From an optimization exercise on the open Yosys and OpenROAD flow, aimed at small area; shortcuts taken in it are not production practice. The RTL of this run was laid out without a check of its function. Power figures rest on the tool's default switching activity, not on a simulated workload.

[design.v]
module stopwatch(input CLOCK, input rst, input tick, input SW1, SW0, SW2, SW3, SW4, input [3:0] layer, input [31:0] x, y, output [15:0] oled_data);
    reg [2:0] t;
    reg [2:0] m;
    reg [3:0] u;
    reg [5:0] cnt;
    reg g;
    reg r;
    reg b;
    wire n0, n1, n2, n3, n4, n5, n6, n7, n8, n9, n10, n11, n12, n13, n14, n15, n16, n17, n18, n19, n20, n21, n22, n23, n24, n25, n26, n27, n28, n29, n30, n31, n32, n33, n34, n35, n36, n37, n38, n39, n40, n41, n42, n43, n44, n45, n46, n47, n48, n49, n50, n51, n52, n53, n54, n55, n56, n57, n58, n59, n60, n61, n62, n63, n64, n65, n66, n67, n68, n69, n70, n71, n72, n73, n74, n75, n76, n77, n78, n79, n80, n81, n82, n83, n84, n85, n86, n87, n88, n89, n90, n91, n92, n93, n94, n95, n96, n97, n98, n99, n100, n101, n102, n103, n104, n105, n106, n107, n108, n109, n110, n111, n112, n113, n114, n115, n116, n117, n118, n119, n120, n121, n122, n123, n124, n125, n126, n127, n128, n129, n130, n131, n132, n133, n134, n135, n136, n137, n138, n139, n140, n141, n142, n143, n144, n145, n146, n147, n148, n149, n150, n151, n152, n153, n154, n155, n156, n157, n158, n159, n160, n161, n162, n163, n164, n165, n166, n167, n168, n169, n170, n171, n172, n173, n174, n175, n176, n177, n178, n179, n180, n181, n182, n183, n184, n185, n186, n187, n188, n189, n190, n191, n192, n193, n194, n195, n196, n197, n198, n199, n200, n201, n202, n203, n204, n205, n206, n207, n208, n209, n210, n211, n212, n213, n214, n215, n216, n217, n218, n219, n220, n221, n222, n223, n224, n225, n226, n227, n228, n229, n230, n231, n232, n233, n234, n235, n236, n237, n238, n239, n240, n241, n242, n243, n244, n245, n246, n247, n248, n249, n250, n251, n252, n253, n254, n255, n256, n257, n258, n259, n260, n261, n262, n263, n264, n265, n266, n267, n268, n269, n270, n271, n272, n273, n274, n275, n276, n277, n278, n279, n280, n281, n282, n283, n284, n285, n286, n287, n288, n289, n290, n291, n292, n293, n294, n295, n296, n297, n298, n299, n300, n301, n302, n303, n304, n305, n306, n307, n308, n309, n310, n311, n312, n313, n314, n315, n316, n317, n318, n319, n320, n321, n322, n323, n324, n325, n326, n327, n328, n329, n330, n331, n332, n333, n334, n335, n336, n337, n338, n339, n340, n341, n342, n343, n344, n345, n346, n347;
    assign n0 = layer[0] & ~layer[1];
    assign n1 = layer[2] & ~layer[3];
    assign n2 = n0 & n1;
    assign n3 = tick & n2;
    assign n4 = SW1 & n3;
    assign n5 = ~rst & ~n4;
    assign n6 = SW0 & n3;
    assign n7 = cnt[1] & cnt[4];
    assign n8 = cnt[5] & n7;
    assign n9 = n6 & n8;
    assign n10 = ~m[2] & n9;
    assign n11 = u[3] & n10;
    assign n12 = u[0] & ~u[1];
    assign n13 = n11 & n12;
    assign n14 = ~t[1] & n13;
    assign n15 = n5 & ~n14;
    assign n16 = ~t[0] & ~n13;
    assign n17 = n15 & ~n16;
    assign n18 = n5 & ~n13;
    assign n19 = t[1] & n18;
    assign n20 = t[0] & t[1];
    assign n21 = ~t[2] & ~n20;
    assign n22 = n5 & n21;
    assign n23 = n13 & n22;
    assign n24 = ~(~n19 & ~n23);
    assign n25 = t[2] & n15;
    assign n26 = t[0] & n23;
    assign n27 = ~(~n25 & ~n26);
    assign n28 = t[2] & n14;
    assign n29 = m[1] & n28;
    assign n30 = m[0] & ~n28;
    assign n31 = ~n29 & ~n30;
    assign n32 = n5 & ~n31;
    assign n33 = m[0] & n29;
    assign n34 = ~m[1] & ~n28;
    assign n35 = n5 & ~n34;
    assign n36 = ~n33 & n35;
    assign n37 = m[0] & n31;
    assign n38 = ~m[2] & ~n37;
    assign n39 = n5 & ~n38;
    assign n40 = ~u[3] & n10;
    assign n41 = u[1] & n40;
    assign n42 = u[0] & n10;
    assign n43 = ~u[0] & ~n11;
    assign n44 = ~n42 & ~n43;
    assign n45 = ~n41 & ~n44;
    assign n46 = n5 & ~n45;
    assign n47 = n5 & n40;
    assign n48 = u[0] & u[1];
    assign n49 = ~u[2] & ~n48;
    assign n50 = n47 & n49;
    assign n51 = u[2] & n5;
    assign n52 = n11 & n51;
    assign n53 = u[1] & n5;
    assign n54 = ~n10 & n53;
    assign n55 = ~n52 & ~n54;
    assign n56 = ~(~n50 & n55);
    assign n57 = n12 & n47;
    assign n58 = ~n11 & n51;
    assign n59 = ~(~n57 & ~n58);
    assign n60 = u[3] & n18;
    assign n61 = n42 & n51;
    assign n62 = ~(~n60 & ~n61);
    assign n63 = n5 & ~n9;
    assign n64 = cnt[0] & n6;
    assign n65 = ~cnt[0] & ~n6;
    assign n66 = ~n64 & ~n65;
    assign n67 = n63 & n66;
    assign n68 = ~cnt[1] & ~n64;
    assign n69 = cnt[1] & n64;
    assign n70 = n63 & ~n69;
    assign n71 = ~n68 & n70;
    assign n72 = cnt[2] & n69;
    assign n73 = ~cnt[2] & ~n69;
    assign n74 = n63 & ~n73;
    assign n75 = ~n72 & n74;
    assign n76 = cnt[3] & n72;
    assign n77 = ~cnt[3] & ~n72;
    assign n78 = n63 & ~n77;
    assign n79 = ~n76 & n78;
    assign n80 = cnt[4] & n76;
    assign n81 = ~cnt[4] & ~n76;
    assign n82 = n63 & ~n81;
    assign n83 = ~n80 & n82;
    assign n84 = ~cnt[5] & ~n80;
    assign n85 = n63 & ~n84;
    assign n86 = ~SW2 & ~SW3;
    assign n87 = x[1] & ~x[2];
    assign n88 = ~x[1] & x[2];
    assign n89 = ~n87 & ~n88;
    assign n90 = x[2] & x[3];
    assign n91 = x[1] & x[4];
    assign n92 = ~x[1] & ~x[4];
    assign n93 = ~n91 & ~n92;
    assign n94 = ~n90 & ~n93;
    assign n95 = n89 & ~n94;
    assign n96 = ~x[2] & ~x[3];
    assign n97 = ~n90 & ~n96;
    assign n98 = ~x[5] & ~n90;
    assign n99 = x[5] & n90;
    assign n100 = ~n98 & ~n99;
    assign n101 = u[0] & ~n100;
    assign n102 = x[4] & ~n90;
    assign n103 = t[0] & n102;
    assign n104 = x[4] & ~x[5];
    assign n105 = ~x[4] & x[5];
    assign n106 = ~n104 & ~n105;
    assign n107 = m[0] & ~n106;
    assign n108 = ~n103 & ~n107;
    assign n109 = ~n101 & n108;
    assign n110 = ~n97 & ~n109;
    assign n111 = ~y[2] & ~n110;
    assign n112 = ~y[3] & ~n111;
    assign n113 = u[2] & ~n100;
    assign n114 = t[2] & n102;
    assign n115 = m[2] & ~n106;
    assign n116 = ~n114 & ~n115;
    assign n117 = ~n113 & n116;
    assign n118 = y[1] & ~y[2];
    assign n119 = u[3] & ~n100;
    assign n120 = ~n97 & ~n119;
    assign n121 = ~y[1] & y[2];
    assign n122 = ~n120 & n121;
    assign n123 = ~n118 & ~n122;
    assign n124 = n117 & ~n123;
    assign n125 = n109 & ~n119;
    assign n126 = y[2] & n125;
    assign n127 = y[3] & ~n126;
    assign n128 = ~n124 & n127;
    assign n129 = ~n112 & ~n128;
    assign n130 = n95 & ~n129;
    assign n131 = u[1] & ~n100;
    assign n132 = t[1] & n102;
    assign n133 = m[1] & ~n106;
    assign n134 = ~n132 & ~n133;
    assign n135 = ~n131 & n134;
    assign n136 = y[1] & y[2];
    assign n137 = ~n120 & n136;
    assign n138 = ~n125 & n137;
    assign n139 = ~y[2] & y[3];
    assign n140 = ~y[1] & n139;
    assign n141 = ~n95 & ~n140;
    assign n142 = y[2] & ~y[3];
    assign n143 = n141 & ~n142;
    assign n144 = ~n138 & n143;
    assign n145 = n135 & ~n144;
    assign n146 = ~n130 & n145;
    assign n147 = ~y[2] & ~y[3];
    assign n148 = ~n117 & n147;
    assign n149 = y[3] & n97;
    assign n150 = ~x[2] & ~y[3];
    assign n151 = ~n119 & n150;
    assign n152 = ~n149 & ~n151;
    assign n153 = ~n93 & ~n109;
    assign n154 = ~n152 & n153;
    assign n155 = ~n148 & ~n154;
    assign n156 = ~y[1] & ~n155;
    assign n157 = ~y[3] & n87;
    assign n158 = ~n140 & ~n157;
    assign n159 = n119 & ~n158;
    assign n160 = ~n97 & ~n147;
    assign n161 = n118 & n160;
    assign n162 = ~n89 & n93;
    assign n163 = ~n161 & ~n162;
    assign n164 = n109 & ~n163;
    assign n165 = ~n119 & n142;
    assign n166 = ~n164 & ~n165;
    assign n167 = n117 & ~n166;
    assign n168 = ~n159 & ~n167;
    assign n169 = ~n156 & n168;
    assign n170 = ~n135 & ~n169;
    assign n171 = ~n93 & ~n140;
    assign n172 = ~n135 & ~n171;
    assign n173 = n135 & ~n140;
    assign n174 = n97 & ~n173;
    assign n175 = ~n172 & n174;
    assign n176 = ~y[3] & n109;
    assign n177 = ~y[3] & n119;
    assign n178 = ~n95 & ~n177;
    assign n179 = ~n159 & n160;
    assign n180 = ~n178 & n179;
    assign n181 = ~n176 & n180;
    assign n182 = ~n175 & ~n181;
    assign n183 = ~n117 & ~n182;
    assign n184 = ~n93 & n117;
    assign n185 = n136 & ~n184;
    assign n186 = n141 & ~n185;
    assign n187 = ~n120 & ~n149;
    assign n188 = n117 & n118;
    assign n189 = ~n187 & n188;
    assign n190 = n95 & ~n189;
    assign n191 = ~n109 & ~n190;
    assign n192 = ~n186 & n191;
    assign n193 = ~n183 & ~n192;
    assign n194 = ~n170 & n193;
    assign n195 = ~n146 & n194;
    assign n196 = y[3] & ~y[5];
    assign n197 = y[4] & n196;
    assign n198 = ~y[3] & ~y[4];
    assign n199 = y[5] & n198;
    assign n200 = ~n136 & n199;
    assign n201 = ~n197 & ~n200;
    assign n202 = x[4] & n89;
    assign n203 = x[3] & ~n202;
    assign n204 = ~x[4] & x[6];
    assign n205 = ~x[5] & n204;
    assign n206 = ~x[6] & ~n98;
    assign n207 = ~n205 & ~n206;
    assign n208 = ~n203 & ~n207;
    assign n209 = ~n201 & n208;
    assign n210 = ~n195 & n209;
    assign n211 = y[0] & ~y[4];
    assign n212 = ~y[5] & n211;
    assign n213 = n136 & n212;
    assign n214 = ~x[1] & ~y[3];
    assign n215 = n213 & ~n214;
    assign n216 = ~x[0] & ~x[1];
    assign n217 = ~x[2] & ~n216;
    assign n218 = ~n215 & ~n217;
    assign n219 = ~y[4] & n196;
    assign n220 = y[0] & y[2];
    assign n221 = n219 & n220;
    assign n222 = ~y[0] & n118;
    assign n223 = n219 & n222;
    assign n224 = ~n213 & ~n223;
    assign n225 = ~n221 & n224;
    assign n226 = ~n218 & ~n225;
    assign n227 = ~y[2] & n226;
    assign n228 = ~n136 & n216;
    assign n229 = n219 & n228;
    assign n230 = ~n227 & ~n229;
    assign n231 = n204 & ~n230;
    assign n232 = ~y[0] & ~y[1];
    assign n233 = y[2] & ~n232;
    assign n234 = ~x[0] & n219;
    assign n235 = ~n233 & n234;
    assign n236 = x[2] & ~n232;
    assign n237 = n235 & ~n236;
    assign n238 = n99 & n213;
    assign n239 = y[0] & y[1];
    assign n240 = n139 & ~n239;
    assign n241 = ~n232 & ~n239;
    assign n242 = ~y[3] & ~n241;
    assign n243 = ~n240 & ~n242;
    assign n244 = ~x[1] & x[5];
    assign n245 = n235 & ~n244;
    assign n246 = n243 & n245;
    assign n247 = ~n238 & ~n246;
    assign n248 = ~n237 & n247;
    assign n249 = y[1] & n237;
    assign n250 = ~x[1] & ~n249;
    assign n251 = ~n248 & n250;
    assign n252 = ~n226 & ~n251;
    assign n253 = ~x[6] & n104;
    assign n254 = ~n252 & n253;
    assign n255 = ~n231 & ~n254;
    assign n256 = x[3] & ~n255;
    assign n257 = x[1] & n237;
    assign n258 = ~n213 & ~n221;
    assign n259 = n213 & n216;
    assign n260 = ~n121 & ~n241;
    assign n261 = n97 & ~n260;
    assign n262 = ~n97 & ~n220;
    assign n263 = x[1] & x[3];
    assign n264 = ~x[0] & ~y[1];
    assign n265 = ~n88 & ~n264;
    assign n266 = ~n263 & n265;
    assign n267 = n219 & n266;
    assign n268 = ~n262 & n267;
    assign n269 = ~n261 & n268;
    assign n270 = ~n259 & ~n269;
    assign n271 = ~n149 & n270;
    assign n272 = n213 & ~n271;
    assign n273 = x[0] & n87;
    assign n274 = ~n88 & ~n273;
    assign n275 = ~n272 & n274;
    assign n276 = ~n258 & ~n275;
    assign n277 = ~n257 & ~n276;
    assign n278 = x[0] & ~y[3];
    assign n279 = n213 & ~n278;
    assign n280 = x[3] & ~n279;
    assign n281 = x[0] & x[2];
    assign n282 = ~x[6] & n281;
    assign n283 = n91 & n282;
    assign n284 = ~n204 & ~n283;
    assign n285 = ~n280 & ~n284;
    assign n286 = ~n277 & n285;
    assign n287 = ~x[0] & n88;
    assign n288 = ~n273 & ~n287;
    assign n289 = ~n233 & ~n288;
    assign n290 = ~n201 & n289;
    assign n291 = n243 & n290;
    assign n292 = ~n89 & ~n224;
    assign n293 = ~x[2] & ~n235;
    assign n294 = ~n90 & ~n293;
    assign n295 = ~n292 & ~n294;
    assign n296 = ~n291 & n295;
    assign n297 = ~n258 & n288;
    assign n298 = ~x[3] & ~n297;
    assign n299 = ~x[4] & ~n298;
    assign n300 = ~n296 & n299;
    assign n301 = n247 & n270;
    assign n302 = x[4] & ~n301;
    assign n303 = ~x[2] & ~x[4];
    assign n304 = y[0] & n303;
    assign n305 = n233 & ~n304;
    assign n306 = ~x[3] & ~n305;
    assign n307 = ~x[1] & ~n306;
    assign n308 = x[2] & y[2];
    assign n309 = x[3] & ~y[1];
    assign n310 = ~n308 & n309;
    assign n311 = x[1] & ~x[4];
    assign n312 = ~n310 & n311;
    assign n313 = ~y[2] & ~n96;
    assign n314 = n241 & n313;
    assign n315 = ~y[1] & n90;
    assign n316 = n91 & ~n315;
    assign n317 = ~n314 & n316;
    assign n318 = ~n312 & ~n317;
    assign n319 = ~n307 & n318;
    assign n320 = n234 & n319;
    assign n321 = ~y[3] & ~n319;
    assign n322 = n213 & ~n321;
    assign n323 = ~n320 & ~n322;
    assign n324 = ~n302 & n323;
    assign n325 = ~n300 & n324;
    assign n326 = x[5] & ~n325;
    assign n327 = ~n286 & ~n326;
    assign n328 = ~n256 & n327;
    assign n329 = ~n210 & n328;
    assign n330 = ~rst & ~n329;
    assign n331 = ~SW3 & SW4;
    assign n332 = n330 & ~n331;
    assign n333 = n86 & n332;
    assign n334 = ~rst & n2;
    assign n335 = n329 & n334;
    assign n336 = ~n86 & n335;
    assign n337 = ~n2 & n330;
    assign n338 = ~n336 & ~n337;
    assign n339 = ~(~n333 & n338);
    assign n340 = n331 & n335;
    assign n341 = ~n332 & ~n340;
    assign n342 = ~SW3 & ~n341;
    assign n343 = SW2 & n334;
    assign n344 = ~n337 & ~n343;
    assign n345 = ~(~n342 & n344);
    assign n346 = ~SW2 & ~n341;
    assign n347 = ~(~n337 & ~n346);
    assign oled_data[0] = b;
    assign oled_data[1] = b;
    assign oled_data[2] = b;
    assign oled_data[3] = b;
    assign oled_data[4] = b;
    assign oled_data[5] = g;
    assign oled_data[6] = g;
    assign oled_data[7] = g;
    assign oled_data[8] = g;
    assign oled_data[9] = g;
    assign oled_data[10] = g;
    assign oled_data[11] = r;
    assign oled_data[12] = r;
    assign oled_data[13] = r;
    assign oled_data[14] = r;
    assign oled_data[15] = r;
    always @(posedge CLOCK) begin
        t[0] <= n17;
        t[1] <= n24;
        t[2] <= n27;
        m[0] <= n32;
        m[1] <= n36;
        m[2] <= n39;
        u[0] <= n46;
        u[1] <= n56;
        u[2] <= n59;
        u[3] <= n62;
        cnt[0] <= n67;
        cnt[1] <= n71;
        cnt[2] <= n75;
        cnt[3] <= n79;
        cnt[4] <= n83;
        cnt[5] <= n85;
        g <= n339;
        r <= n345;
        b <= n347;
    end
endmodule
[flow/run.sh]
#!/bin/bash
# Own layout flow: the standard ORFS flow, with two changes:
#  1. synthesis uses an area-oriented ABC recipe (flow/abc_area.script) in place of ORFS's;
#     the rest of the synthesis script is ORFS's own, so registers keep their names and cells.
#  2. ports are buffered with sky130_fd_sc_hd__buf_1 instead of the buffer buffer_ports picks.
set -euo pipefail
W=$(pwd)
rm -rf "$W/scripts_mod"
cp -r "$FLOW_HOME/scripts" "$W/scripts_mod"
cp "$W/flow/abc_area.script" "$W/scripts_mod/abc_area.script"
SCRIPTS_DIR="$W/scripts_mod" bash standard.sh synth > "$W/flow_synth.log" 2>&1
BUFFER_PORTS_ARGS="-buffer_cell sky130_fd_sc_hd__buf_1" bash standard.sh > "$W/flow_layout.log" 2>&1
[constraint.sdc]
create_clock -name core_clock -period 10.0 [get_ports {CLOCK}]
set_input_delay 2.0000 -clock core_clock [delete_from_list [all_inputs] [get_ports {CLOCK}]]
set_output_delay 2.0000 -clock core_clock [all_outputs]
set_load 0.01 [all_outputs]
[standard.sh]
#!/bin/bash
# synth_recipe.tcl (not shown) runs the flow's synth.tcl, then flattens the netlist and writes it again
# the make line also repeats each setting of config.mk as NAME=value (left out here)
make -C /OpenROAD-flow-scripts/flow DESIGN_CONFIG=/design/flow/config.mk WORK_HOME=/design/flow/orfs CLKGATE_MAP_FILE= SYNTH_SCRIPT=/design/flow/synth_recipe.tcl "${@:-finish}"
[config.mk]
export PLATFORM = sky130hd
export DESIGN_NAME = stopwatch
export DESIGN_NICKNAME = stopwatch
export VERILOG_FILES = /design/flow/design.v
export SDC_FILE = /design/flow/constraint.sdc
export NUM_CORES = 4
export LEC_CHECK = 0
export ABC_AREA = 1
export CAP_MARGIN = 20
export CORE_MARGIN = 2
export CORE_UTILIZATION = 40
export CTS_BUF_LIST = sky130_fd_sc_hd__clkbuf_4
export CTS_CLUSTER_SIZE = 20
export SLEW_MARGIN = 20
[flow/abc_area.script]
strash
dc2
balance
rewrite
refactor
balance
rewrite
rewrite -z
balance
refactor -z
rewrite -z
balance
dc2
balance -l
resub -K 6 -l
rewrite -l
resub -K 6 -N 2 -l
refactor -l
resub -K 8 -l
balance -l
resub -K 8 -N 2 -l
rewrite -l
resub -K 10 -l
rewrite -z -l
resub -K 10 -N 2 -l
balance -l
resub -K 12 -l
refactor -z -l
resub -K 12 -N 2 -l
rewrite -z -l
balance -l
balance
rewrite
refactor
balance
rewrite
rewrite -z
balance
refactor -z
rewrite -z
balance
balance -l
resub -K 6 -l
rewrite -l
resub -K 6 -N 2 -l
refactor -l
resub -K 8 -l
balance -l
resub -K 8 -N 2 -l
rewrite -l
resub -K 10 -l
rewrite -z -l
resub -K 10 -N 2 -l
balance -l
resub -K 12 -l
refactor -z -l
resub -K 12 -N 2 -l
rewrite -z -l
balance -l
&get -n
&dch -f
&nf -p -a -R 1000
&put
topo
==> notes.md <==
* Status: complete, no violations
* Starting DRT DRC Count at around 190
* GRT Total Usage at a little under a fifth
* Synthesized instance count at roughly 240
* Area contributors post-synth: dfxtp_1 22%, ha_1 8.0%, o21ai_0 6.9%
* Final net count at roughly 360
* Share of post-route cells with drive strength above 1 at ~1.5%
* Crit path max fanout at 10
* RSZ-0062 raised after global routing: false
* Die W at roughly 70 um
* Reg2Reg Setup Slack at ~7.2 ns
* Clock network latency to the later pin of the worst-skew pair at around 0.3 ns
* Clock skew at approximately 0.0045 ns
* Worst relative slew slack at between 40% and 50%
* Area growth syn-to-layout at 7.09%
* Drt first pass iters at 4
* CTS tree: built
* Yosys synthesis warning count at 1
* Vias in the first global route at between 1500 and 2000
* F_max at about 200 MHz
* CTS max path bufs at 2
* Cell area after synthesis at between 1500 and 2000 um2
* Buf+Inv Stages, Crit Path at 1
* Utilization after layout at 45.3%
* Crit start category: input pin
* IO Pins at 92
* Row count at 23
* # setup viols final at 0
* Synth Flop Type: dfxtp_1
* First-pass GRT wire length at between 7000 and 8000 um
* Worst Hold Margin at just under 0.5 ns
* Sequential element share of the synthesized area at between 20% and 30%
* Post-DP HPWL at around 3400 um
* Yosys reg bits at 19
* Minimum clock period at just under 5 ns
* Largest net degree at the start of global routing at 16
* Die Y at 69.8 um
* CTS Root Cell: clkbuf_4
* Final antenna-violating net count at 0
* WL/cell at roughly 14 um
* Remaining DRCs at 0
* Syn_area_per_cell at 7.12 um2
* Pwr Total at between 150 and 200 uW
* Crit path from: x[2]
* Syn_nets at 330
* Critical-path cell list: buf_1 -> ha_1 -> o21ai_0 -> a22oi_1 -> o21ai_0 -> nor2_1 -> o21ai_0 -> o21ai_0 -> nand2_1 -> a311oi_1 -> a211oi_1 -> o31a_1 -> and3b_1 -> a31oi_1 -> o211ai_1
* Slew of the pin with the lowest slew margin at roughly 0.85 ns
* Hold depth at 2
* # resized after CTS at 0
* EDFF count, synth at 0
* Final hold vios at 0
* P per Cell Area at approximately 90 nW/um2
* RR Endpoint: r$_DFF_P_
* TritonCTS Sinks at 19
* Max cap viols at 0
* Core area at slightly above 4000 um2
* Ant diodes at 0
* Max IR drop VDD at around 0.000067 V
* Fin Setup TNS at 0 ns
* Critical path depth in cells at 15
* Synth unique cells at 46
* Max-slew violation count at 0
* Overall routed net length at 4450 um
* Global route overflow at 0
* Tcrit/Tclk final at ~50%
* Crit path kind: in -> reg
* Area after DPL at ~1800 um2
* Die Area at between 4000 and 5000 um2
* Initial core utilization at between 40% and 50%
* Hold WC Path Type: reg -> reg
* Largest stage delay on the critical path at slightly below 0.4 ns
* Reg2reg start: m[0]$_DFF_P_
* CP delay by family, top: compound AO/OA/AOI/OAI gates
* CTS clock-pin slew for the worst setup and hold paths at roughly 0.11 ns
* Fraction of registers with async set/reset at 0%
* Cts hold-fix bufs at 0
* Total CTS buffers at 3
* Static leakage at 0.000658 uW
* Cell taking the most area after synthesis: dfxtp_1
* Area fraction of the dominant cell type after synthesis at a little over a fifth
* DR vias at about 1900
* Crit. End Element: register
* Final Cell Area at ~1900 um2
* RePlAce Congestion at around 0.97
* Total setup buffers inserted after CTS at 0
* Critical Path AT at ~5.2 ns
* Hold path endpoint: m[1]$_DFF_P_
* Detailed-route vias per instance at 5.81
* CP max-delay cell: buf_1
* Critical Path RT at around 10 ns
* Reg2Reg Depth at 11
* Hold path start: m[1]$_DFF_P_
* CP most frequent cell: o21ai_0
* Port Buffer Count at 40
* Initial antenna violation count at 0
* Htree depth at 1
==> layout make-up <==
cell class                 instances  area, um2
multi-input combinational        192       1170
sequential                        19        380
timing repair buffer              40        150
inverter                          16       60.1
clock buffer                       3       22.5
fill                             452       2230
clock inverter                     1       7.51
tap                               50       62.6
==> placed cells by master, fill, tap and decap left out, drive strengths merged, types with 6 or more instances in the layout <==
cell type,synthesis,layout
buf,16,40
nor2,32,32
nand2,24,24
o21ai,24,24
dfxtp,19,19
clkinv,16,16
a21oi,15,15
ha,11,11
nor3,9,9
nor2b,6,6
==> worst max path at each step <==
stage | end | slack (ns)
global route | r$_DFF_P_ | 4.73
CTS | r$_DFF_P_ | 5.10
detailed placement | r$_DFF_P_ | 4.79
floorplan | r$_DFF_P_ | 5.61
finish | r$_DFF_P_ | 5.04
global placement | r$_DFF_P_ | 4.75
==> synthesized netlist by cell type, types with 2 or more instances <==
cell       n
a211oi_1   3
a32o_1     2
nand2_1   24
o211ai_1   2
nor2_1    32
a21oi_1   15
buf_4     16
and2_0     2
xnor2_1    2
nand3b_1   3
ha_1      11
clkinv_1  16
a21o_1     2
mux2i_1    2
a32oi_1    2
o22ai_1    2
a31oi_1    3
o21ai_0   24
o31ai_1    4
a22oi_1    4
nor3_1     9
o21a_1     2
o32ai_1    2
a221oi_1   3
dfxtp_1   19
nand2b_1   4
nand3_1    3
o221ai_1   2
nor2b_1    6
nor4_1     2
and3_1     4
a22o_1     2
==> worst reg2reg max path: cells and delay by family (launching register included) <==
| family | cells | cell delay, ns |
|---|---|---|
| and+or+nand+nor | 3 | 0.38 |
| DFF | 1 | 0.38 |
| buffers and inverters | 1 | 0.09 |
| AOI/OAI and AO/OA | 7 | 1.83 |
==> routing by layer <==
| layer | vias to the layer above | part of all wire, % | wire, um | track usage [%] |
|---|---|---|---|---|
| met4 | 0 | 0.83 | 37 | 3.63 |
| met3 | 4 | 6.2 | 277 | 3.63 |
| met2 | 66 | 43 | 1900 | 26.8 |
| li1 | 946 | - | - | - |
| met1 | 849 | 50 | 2230 | 27.8 |
| met5 | - | 0 | 0 | 0 |
==> report_power, final <==
part	total [uW]	switching (uW)	internal (uW)
registers	77.9	1.13	76.8
logic	48.4	31.6	16.8
clock network	40.7	25.4	15.3
==> per-stage QoR <==
stage	setup slack, ns	instances
after floorplan	5.61	243
after global placement	4.75	317
after detailed placement	4.79	317
after CTS	5.10	321
after global routing	4.73	321
final	5.04	321
==> registers in the layout, summed over array words and instances (netlist names) <==
name  count
cnt       6
m         3
u         4
r         1
t         3
b         1
g         1
==> logic make-up (layout without fill, tap and decap cells) <==
kind of cell | count (synthesis) | after routing | share of synthesized area (%)
simple gates | 96 | 96 | 26.6
compound gates | 81 | 81 | 30.9
buf+inv | 32 | 60 | 10.4
flops | 19 | 19 | 22.0
fa+ha+maj | 11 | 11 | 7.96
xor+xnor | 2 | 2 | 1.01
mux | 2 | 2 | 1.16

==> what the ideal ports hide <==
Ports are ideal in the flow. The routed layout listed here was re-timed in OpenROAD.
Step 1 assumes that a clkbuf_16 drives the clock port and a buf_2 every other input.
Step 2 also shifts input and output timing later by t, the mid clock arrival at the registers, as if the neighbouring blocks saw the same clock.
a / b / c = ideal ports / drivers / drivers and shift; a / b = the first two.
t (ns): 0.325
setup slack, ns: 5.043 / 5.040 / 4.715
worst setup path at the end: input to register
slew at the worst register clock pin (ns): 0.11 / 0.11
After both steps this run still meets setup and hold. The setup slack of this run moves by -0.003 ns with the drivers and by -0.328 ns with both steps.
